This design comes from an exercise in tuning for small area on the open sky130 flow, not from production work.
The RTL was checked by simulation tests, not by an equivalence proof against the original design.
Power is estimated from default activity; no workload was simulated.

==> job 9002 <==
Design PE_array, start of the top module:
module PE_array #(
    parameter DATA_WIDTH    = 16 ,
    parameter SYSTOLIC_SIZE = 8
) (
    input                                       clk          ,
    input                                       rst_n        ,
    input                                       reset_pe     ,
    input                                       write_out_en ,
    input  [SYSTOLIC_SIZE * DATA_WIDTH - 1 : 0] wgt_in       ,
    input  [SYSTOLIC_SIZE * DATA_WIDTH - 1 : 0] ifm_in       ,
    output [SYSTOLIC_SIZE * DATA_WIDTH - 1 : 0] ofm_out
);
    localparam S  = SYSTOLIC_SIZE ;
    localparam DW = DATA_WIDTH ;
    reg  [2 : 0]     cnt ;
    reg  [S - 1 : 1] mac_ok ;
    wire             acc_ok = (cnt != 3'd0) ;
    always @(posedge clk or negedge rst_n) begin
        if (!rst_n) begin
            cnt    <= 3'd0 ;
            mac_ok <= {(S - 1){1'b0}} ;
        end
        else begin
            if (cnt != 3'd7) cnt <= cnt + 3'd1 ;
            mac_ok <= write_out_en ? {1'b1, mac_ok[S - 1 : 2]} : {(S - 1){acc_ok}} ;
        end
    end
    wire [S - 1 : 0] clr_m ;
    genvar i, j, k;
    generate
        for (i = 0; i < S; i = i + 1) begin : g_clr
            assign clr_m[i] = reset_pe | (cnt < i) ;
        end
    endgenerate
    wire sel_mac  = write_out_en ;
    wire sel_acc  = ~write_out_en ;
    wire sel_mac0 = write_out_en & mac_ok[1] ;
    wire sel_acc0 = ~write_out_en & acc_ok ;
    localparam EW = 25 ;   
    wire [S * S * EW - 1 : 0] bottom_q ;
    wire [S * S * DW - 1 : 0] right_q  ;
    wire [S * S * DW - 1 : 0] mac_q    ;
    generate
        for (i = 0; i < S; i = i + 1) begin : row
            for (j = 0; j < S; j = j + 1) begin : col
  ...
export LEC_CHECK = 0
export CAP_MARGIN = 20
export CORE_MARGIN = 2
export CORE_UTILIZATION = 55
export CTS_CLUSTER_DIAMETER = 100
export CTS_CLUSTER_SIZE = 30
export GPL_TIMING_DRIVEN = 0
export SLEW_MARGIN = 20
export SYNTH_HIERARCHICAL = 1
export SYNTH_MINIMUM_KEEP_SIZE = 0
create_clock -name core_clock -period 8.0 [get_ports {clk}]
run.sh (not shown) runs the stock make flow with config.mk's settings and CLKGATE_MAP_FILE= SYNTH_SCRIPT=/design/flow/synth_recipe.tcl, a recipe that flattens the netlist after the stock synthesis.
==> job 9938: changes against job 9002 <==
--- a/flow/design.v
+++ b/flow/design.v
@@ -3,11 +3,11 @@
     input  [7:0]  two_n ,   
     input  [7:0]  neg   ,   
     input         negp  ,   
     input  [15:0] bn    ,   
     input  [15:0] acc   ,
-    input         clr   ,
+    input         keep  ,   
     output [15:0] d
 );
     wire p1;
     NR u2 (.a(one_n[0]), .b(bn[0]), .y(p1));
     wire x3;
@@ -465,20 +465,25 @@
     wire x515;
     XR u516 (.a(x513), .b(c475), .y(x515));
     wire x517;
     XR u518 (.a(x515), .b(c483), .y(x517));
     wire [15:0] sum = {x517, x481, x452, x426, x400, s378, s360, s345, s330, s318, s306, s297, s288, s282, s276, s273};
-    assign d = {16{~clr}} & sum;
+    genvar k;
+    generate
+        for (k = 0; k < 16; k = k + 1) begin : g_d
+            AN u_d (.a(sum[k]), .b(keep), .y(d[k]));
+        end
+    endgenerate
 endmodule
 module PE_F (
     input  [7:0]  one_n ,   
     input  [7:0]  two_n ,   
     input  [7:0]  neg   ,   
     input         negp  ,   
     input  [15:0] bn    ,   
     input  [15:0] acc   ,
-    input         clr   ,
+    input         keep  ,   
     output [15:0] d
 );
     wire p1;
     NR u2 (.a(one_n[0]), .b(bn[0]), .y(p1));
     wire x3;
@@ -954,11 +959,16 @@
     wire x530;
     XR u531 (.a(x528), .b(c490), .y(x530));
     wire x532;
     XR u533 (.a(x530), .b(c498), .y(x532));
     wire [15:0] sum = {x532, x496, x467, x441, x415, x392, x369, x349, s330, s318, s306, s297, s288, s282, s276, s273};
-    assign d = {16{~clr}} & sum;
+    genvar k;
+    generate
+        for (k = 0; k < 16; k = k + 1) begin : g_d
+            AN u_d (.a(sum[k]), .b(keep), .y(d[k]));
+        end
+    endgenerate
 endmodule
 module ENC (
     input  [15:0] a ,
     output [7:0]  one_n ,
     output [7:0]  two_n ,
@@ -1057,15 +1067,15 @@
         else begin
             if (cnt != 3'd7) cnt <= cnt + 3'd1 ;
             mac_ok <= write_out_en ? {1'b1, mac_ok[S - 1 : 2]} : {(S - 1){acc_ok}} ;
         end
     end
-    wire [S - 1 : 0] clr_m ;
+    wire [S - 1 : 0] keep_m ;
     genvar i, j, k;
     generate
         for (i = 0; i < S; i = i + 1) begin : g_clr
-            assign clr_m[i] = reset_pe | (cnt < i) ;
+            assign keep_m[i] = ~(reset_pe | (cnt < i)) ;
         end
     endgenerate
     wire sel_mac  = write_out_en ;
     wire sel_acc  = ~write_out_en ;
     wire sel_mac0 = write_out_en & mac_ok[1] ;
@@ -1092,13 +1102,13 @@
                 wire [DW - 1 : 0] bn     = (j == 0)     ? ~ifm_in[i*DW +: DW] : right_q[(i*S + j-1)*DW +: DW] ;
                 assign bottom_q[(i*S + j)*EW +: EW] = bottom ;
                 assign right_q[(i*S + j)*DW +: DW]  = right ;
                 assign mac_q[(i*S + j)*DW +: DW]    = mac ;
                 if (i == 0 || j == 0) begin : g_fast
-                    PE_F pe_inst (.one_n (enc[7:0]), .two_n (enc[15:8]), .neg (enc[23:16]), .negp (enc[24]), .bn (bn), .acc (acc), .clr (clr_m[(i > j) ? i : j]), .d (acc_d));
+                    PE_F pe_inst (.one_n (enc[7:0]), .two_n (enc[15:8]), .neg (enc[23:16]), .negp (enc[24]), .bn (bn), .acc (acc), .keep (keep_m[(i > j) ? i : j]), .d (acc_d));
                 end else begin : g_pe
-                    PE   pe_inst (.one_n (enc[7:0]), .two_n (enc[15:8]), .neg (enc[23:16]), .negp (enc[24]), .bn (bn), .acc (acc), .clr (clr_m[(i > j) ? i : j]), .d (acc_d));
+                    PE   pe_inst (.one_n (enc[7:0]), .two_n (enc[15:8]), .neg (enc[23:16]), .negp (enc[24]), .bn (bn), .acc (acc), .keep (keep_m[(i > j) ? i : j]), .d (acc_d));
                 end
                 if (j == S - 1) begin : g_sel_last
                     assign mac_d = {DW{sel_acc}} & acc ;
                 end else begin : g_sel
                     wire [DW - 1 : 0] mac_in = mac_q[(i*S + j+1)*DW +: DW] ;
CTS_CLUSTER_SIZE = 24   (was 30)
==> job 2217: changes against job 9002 <==
==> flow/flow/run.sh (new file) <==
#!/bin/bash
set -euo pipefail
export BUFFER_PORTS_ARGS="-buffer_cell sky130_fd_sc_hd__buf_1"
export CTS_ARGS="-sink_clustering_enable -repair_clock_nets -dont_use_dummy_load -sink_clustering_size 24 -sink_clustering_max_diameter 100"
export REMOVE_ABC_BUFFERS=1
bash standard.sh > standard.log 2>&1
==> flow/standard.sh (new file) <==
#!/bin/bash
# synth_recipe.tcl (not shown) runs the flow's synth.tcl, then flattens the netlist and writes it again
# the make line also repeats each setting of config.mk as NAME=value (left out here)
make -C /OpenROAD-flow-scripts/flow DESIGN_CONFIG=/design/flow/config.mk WORK_HOME=/design/flow/orfs CLKGATE_MAP_FILE= SYNTH_SCRIPT=/design/flow/synth_recipe.tcl "${@:-finish}"
CTS_CLUSTER_SIZE = 24   (was 30)
removed: flow/run.sh
==> job 2591: changes against job 9002 <==
--- a/flow/design.v
+++ b/flow/design.v
@@ -3,11 +3,11 @@
     input  [7:0]  two_n ,   
     input  [7:0]  neg   ,   
     input         negp  ,   
     input  [15:0] bn    ,   
     input  [15:0] acc   ,
-    input         clr   ,
+    input         keep  ,   
     output [15:0] d
 );
     wire p1;
     NR u2 (.a(one_n[0]), .b(bn[0]), .y(p1));
     wire x3;
@@ -465,20 +465,25 @@
     wire x515;
     XR u516 (.a(x513), .b(c475), .y(x515));
     wire x517;
     XR u518 (.a(x515), .b(c483), .y(x517));
     wire [15:0] sum = {x517, x481, x452, x426, x400, s378, s360, s345, s330, s318, s306, s297, s288, s282, s276, s273};
-    assign d = {16{~clr}} & sum;
+    genvar k;
+    generate
+        for (k = 0; k < 16; k = k + 1) begin : g_d
+            AN u_d (.a(sum[k]), .b(keep), .y(d[k]));
+        end
+    endgenerate
 endmodule
 module PE_F (
     input  [7:0]  one_n ,   
     input  [7:0]  two_n ,   
     input  [7:0]  neg   ,   
     input         negp  ,   
     input  [15:0] bn    ,   
     input  [15:0] acc   ,
-    input         clr   ,
+    input         keep  ,   
     output [15:0] d
 );
     wire p1;
     NR u2 (.a(one_n[0]), .b(bn[0]), .y(p1));
     wire x3;
@@ -954,11 +959,16 @@
     wire x530;
     XR u531 (.a(x528), .b(c490), .y(x530));
     wire x532;
     XR u533 (.a(x530), .b(c498), .y(x532));
     wire [15:0] sum = {x532, x496, x467, x441, x415, x392, x369, x349, s330, s318, s306, s297, s288, s282, s276, s273};
-    assign d = {16{~clr}} & sum;
+    genvar k;
+    generate
+        for (k = 0; k < 16; k = k + 1) begin : g_d
+            AN u_d (.a(sum[k]), .b(keep), .y(d[k]));
+        end
+    endgenerate
 endmodule
 module ENC (
     input  [15:0] a ,
     output [7:0]  one_n ,
     output [7:0]  two_n ,
@@ -1057,15 +1067,15 @@
         else begin
             if (cnt != 3'd7) cnt <= cnt + 3'd1 ;
             mac_ok <= write_out_en ? {1'b1, mac_ok[S - 1 : 2]} : {(S - 1){acc_ok}} ;
         end
     end
-    wire [S - 1 : 0] clr_m ;
+    wire [S - 1 : 0] keep_m ;
     genvar i, j, k;
     generate
         for (i = 0; i < S; i = i + 1) begin : g_clr
-            assign clr_m[i] = reset_pe | (cnt < i) ;
+            assign keep_m[i] = ~(reset_pe | (cnt < i)) ;
         end
     endgenerate
     wire sel_mac  = write_out_en ;
     wire sel_acc  = ~write_out_en ;
     wire sel_mac0 = write_out_en & mac_ok[1] ;
@@ -1092,13 +1102,13 @@
                 wire [DW - 1 : 0] bn     = (j == 0)     ? ~ifm_in[i*DW +: DW] : right_q[(i*S + j-1)*DW +: DW] ;
                 assign bottom_q[(i*S + j)*EW +: EW] = bottom ;
                 assign right_q[(i*S + j)*DW +: DW]  = right ;
                 assign mac_q[(i*S + j)*DW +: DW]    = mac ;
                 if (i == 0 || j == 0) begin : g_fast
-                    PE_F pe_inst (.one_n (enc[7:0]), .two_n (enc[15:8]), .neg (enc[23:16]), .negp (enc[24]), .bn (bn), .acc (acc), .clr (clr_m[(i > j) ? i : j]), .d (acc_d));
+                    PE_F pe_inst (.one_n (enc[7:0]), .two_n (enc[15:8]), .neg (enc[23:16]), .negp (enc[24]), .bn (bn), .acc (acc), .keep (keep_m[(i > j) ? i : j]), .d (acc_d));
                 end else begin : g_pe
-                    PE   pe_inst (.one_n (enc[7:0]), .two_n (enc[15:8]), .neg (enc[23:16]), .negp (enc[24]), .bn (bn), .acc (acc), .clr (clr_m[(i > j) ? i : j]), .d (acc_d));
+                    PE   pe_inst (.one_n (enc[7:0]), .two_n (enc[15:8]), .neg (enc[23:16]), .negp (enc[24]), .bn (bn), .acc (acc), .keep (keep_m[(i > j) ? i : j]), .d (acc_d));
                 end
                 if (j == S - 1) begin : g_sel_last
                     assign mac_d = {DW{sel_acc}} & acc ;
                 end else begin : g_sel
                     wire [DW - 1 : 0] mac_in = mac_q[(i*S + j+1)*DW +: DW] ;
==> flow/flow/run.sh (new file) <==
#!/bin/bash
set -euo pipefail
export BUFFER_PORTS_ARGS="-buffer_cell sky130_fd_sc_hd__buf_1"
export CTS_ARGS="-sink_clustering_enable -repair_clock_nets -dont_use_dummy_load -sink_clustering_size 24 -sink_clustering_max_diameter 100"
export REMOVE_ABC_BUFFERS=1
bash standard.sh > standard.log 2>&1
==> flow/standard.sh (new file) <==
#!/bin/bash
# synth_recipe.tcl (not shown) runs the flow's synth.tcl, then flattens the netlist and writes it again
# the make line also repeats each setting of config.mk as NAME=value (left out here)
make -C /OpenROAD-flow-scripts/flow DESIGN_CONFIG=/design/flow/config.mk WORK_HOME=/design/flow/orfs CLKGATE_MAP_FILE= SYNTH_SCRIPT=/design/flow/synth_recipe.tcl "${@:-finish}"
CTS_CLUSTER_SIZE = 24   (was 30)
removed: flow/run.sh
==> impl_results.md <==
* Status: finished clean
* Pleak at 119 nW
* Total number of vias at 178000
* Per-cell routed wire length at 26.9 um
* Met3 Wirelength at 41100 um
* Core Box Area at 0.486 mm2
* Clk network pwr share at 0.088
* Reg clk slew, reported paths at 0.11 ns
* RR Startpoint: row[0].col[1].bottom[16]
* Antenna violations before repair at 26
* DP Area at 0.282 mm2
* Fin util at 0.594
* Layout cells sized above 1 at 0.0669
That was job 9002.
==> impl_results.md <==
* Fin util at 0.584
* Commonest cells in the netlist: xor2_1 (5898), dfxtp_1 (4200), o22ai_1 (4096)
* Core Box Area at 0.486 mm2
* Critical path cell sequence: buf_2, xnor2_2, nand2_1, o22ai_1, xor2_1, fa_1, fa_1, fa_1, fa_1, fa_1, fa_1, a21o_1, a21o_1, a21o_1, a21o_1, a21o_1, a21o_1, a21o_1, xor2_1, and2b_2
* Status: finished clean
* Combinational Power Share at 0.687
* RR Startpoint: row[0].col[3].bottom[16]
* Met3 Wirelength at 41600 um
* Clk network pwr share at 0.082
* Top power group: combinational cells
* Crit path launch: wgt_in[81]
* DP Area at 0.278 mm2
* Reg clk slew, reported paths at 0.09 ns
* Pleak at 116 nW
* Antenna violations before repair at 24
* Total number of vias at 177000
That was job 2217.
==> impl_results.md <==
* Core Box Area at 0.481 mm2
* Reg clk slew, reported paths at 0.10 ns
* Per-cell routed wire length at 26.8 um
* DP Area at 0.276 mm2
* Place WS at -0.0696 ns
* Met3 Wirelength at 39300 um
* Non-clock buffer share at 0.0135
* Status: finished clean
* RR Startpoint: row[3].col[3].bottom[16]
* RSZ-0062 raised after global routing: no
* Fin util at 0.585
* Pleak at 115 nW
* Antenna violations before repair at 20
* Clock Skew at 0.0828 ns
That was job 2591.
==> impl_results.md <==
* Status: finished clean
* Fin util at 0.595
* Reg clk slew, reported paths at 0.09 ns
* Clk network pwr share at 0.090
* DP Area at 0.280 mm2
* Antenna violations before repair at 20
* Layout cells sized above 1 at 0.0285
* Total number of vias at 178000
* Core Box Area at 0.481 mm2
* TritonRoute pass-1 iters at 8
* Per-cell routed wire length at 26.8 um
* RR Startpoint: row[3].col[4].bottom[16]
* Crit-path max FO at 16
* Met3 Wirelength at 39100 um
That was job 9938.

==> re-timing with driven ports <==
No port has a modelled driver above. Below, the same layouts with a new extraction and two added sets of constraints. Step 1 (the two cells are an assumption about what drives the block):
set clk [get_ports {clk}]
set_driving_cell -lib_cell sky130_fd_sc_hd__clkbuf_16 $clk
set_driving_cell -lib_cell sky130_fd_sc_hd__buf_2 [delete_from_list [all_inputs] $clk]
Step 2, shift: input delay + t, output delay - t, t = (earliest + latest rising clock arrival at the registers) / 2. This alone moves slack from input paths to output paths. Slacks: no drivers / after step 1 / after step 2; pairs: no drivers / after step 1.
run	shift t [ns]	setup slack, ns	worst setup path after step 2	pins driven straight from the clock port
job 9002	1.114	0.647 / 0.766 / -0.348	input to register	1
job 9938	1.108	0.695 / 0.799 / -0.310	input to register	1
job 2217	1.086	0.860 / 0.964 / -0.122	input to register	1
job 2591	1.093	0.807 / 0.914 / -0.178	input to register	1
With both steps, setup timing fails in every run listed, where it was met with ideal ports. For job 9938, which loses most, drivers alone change the setup slack by +0.104 ns; drivers and shift together by -1.005 ns.
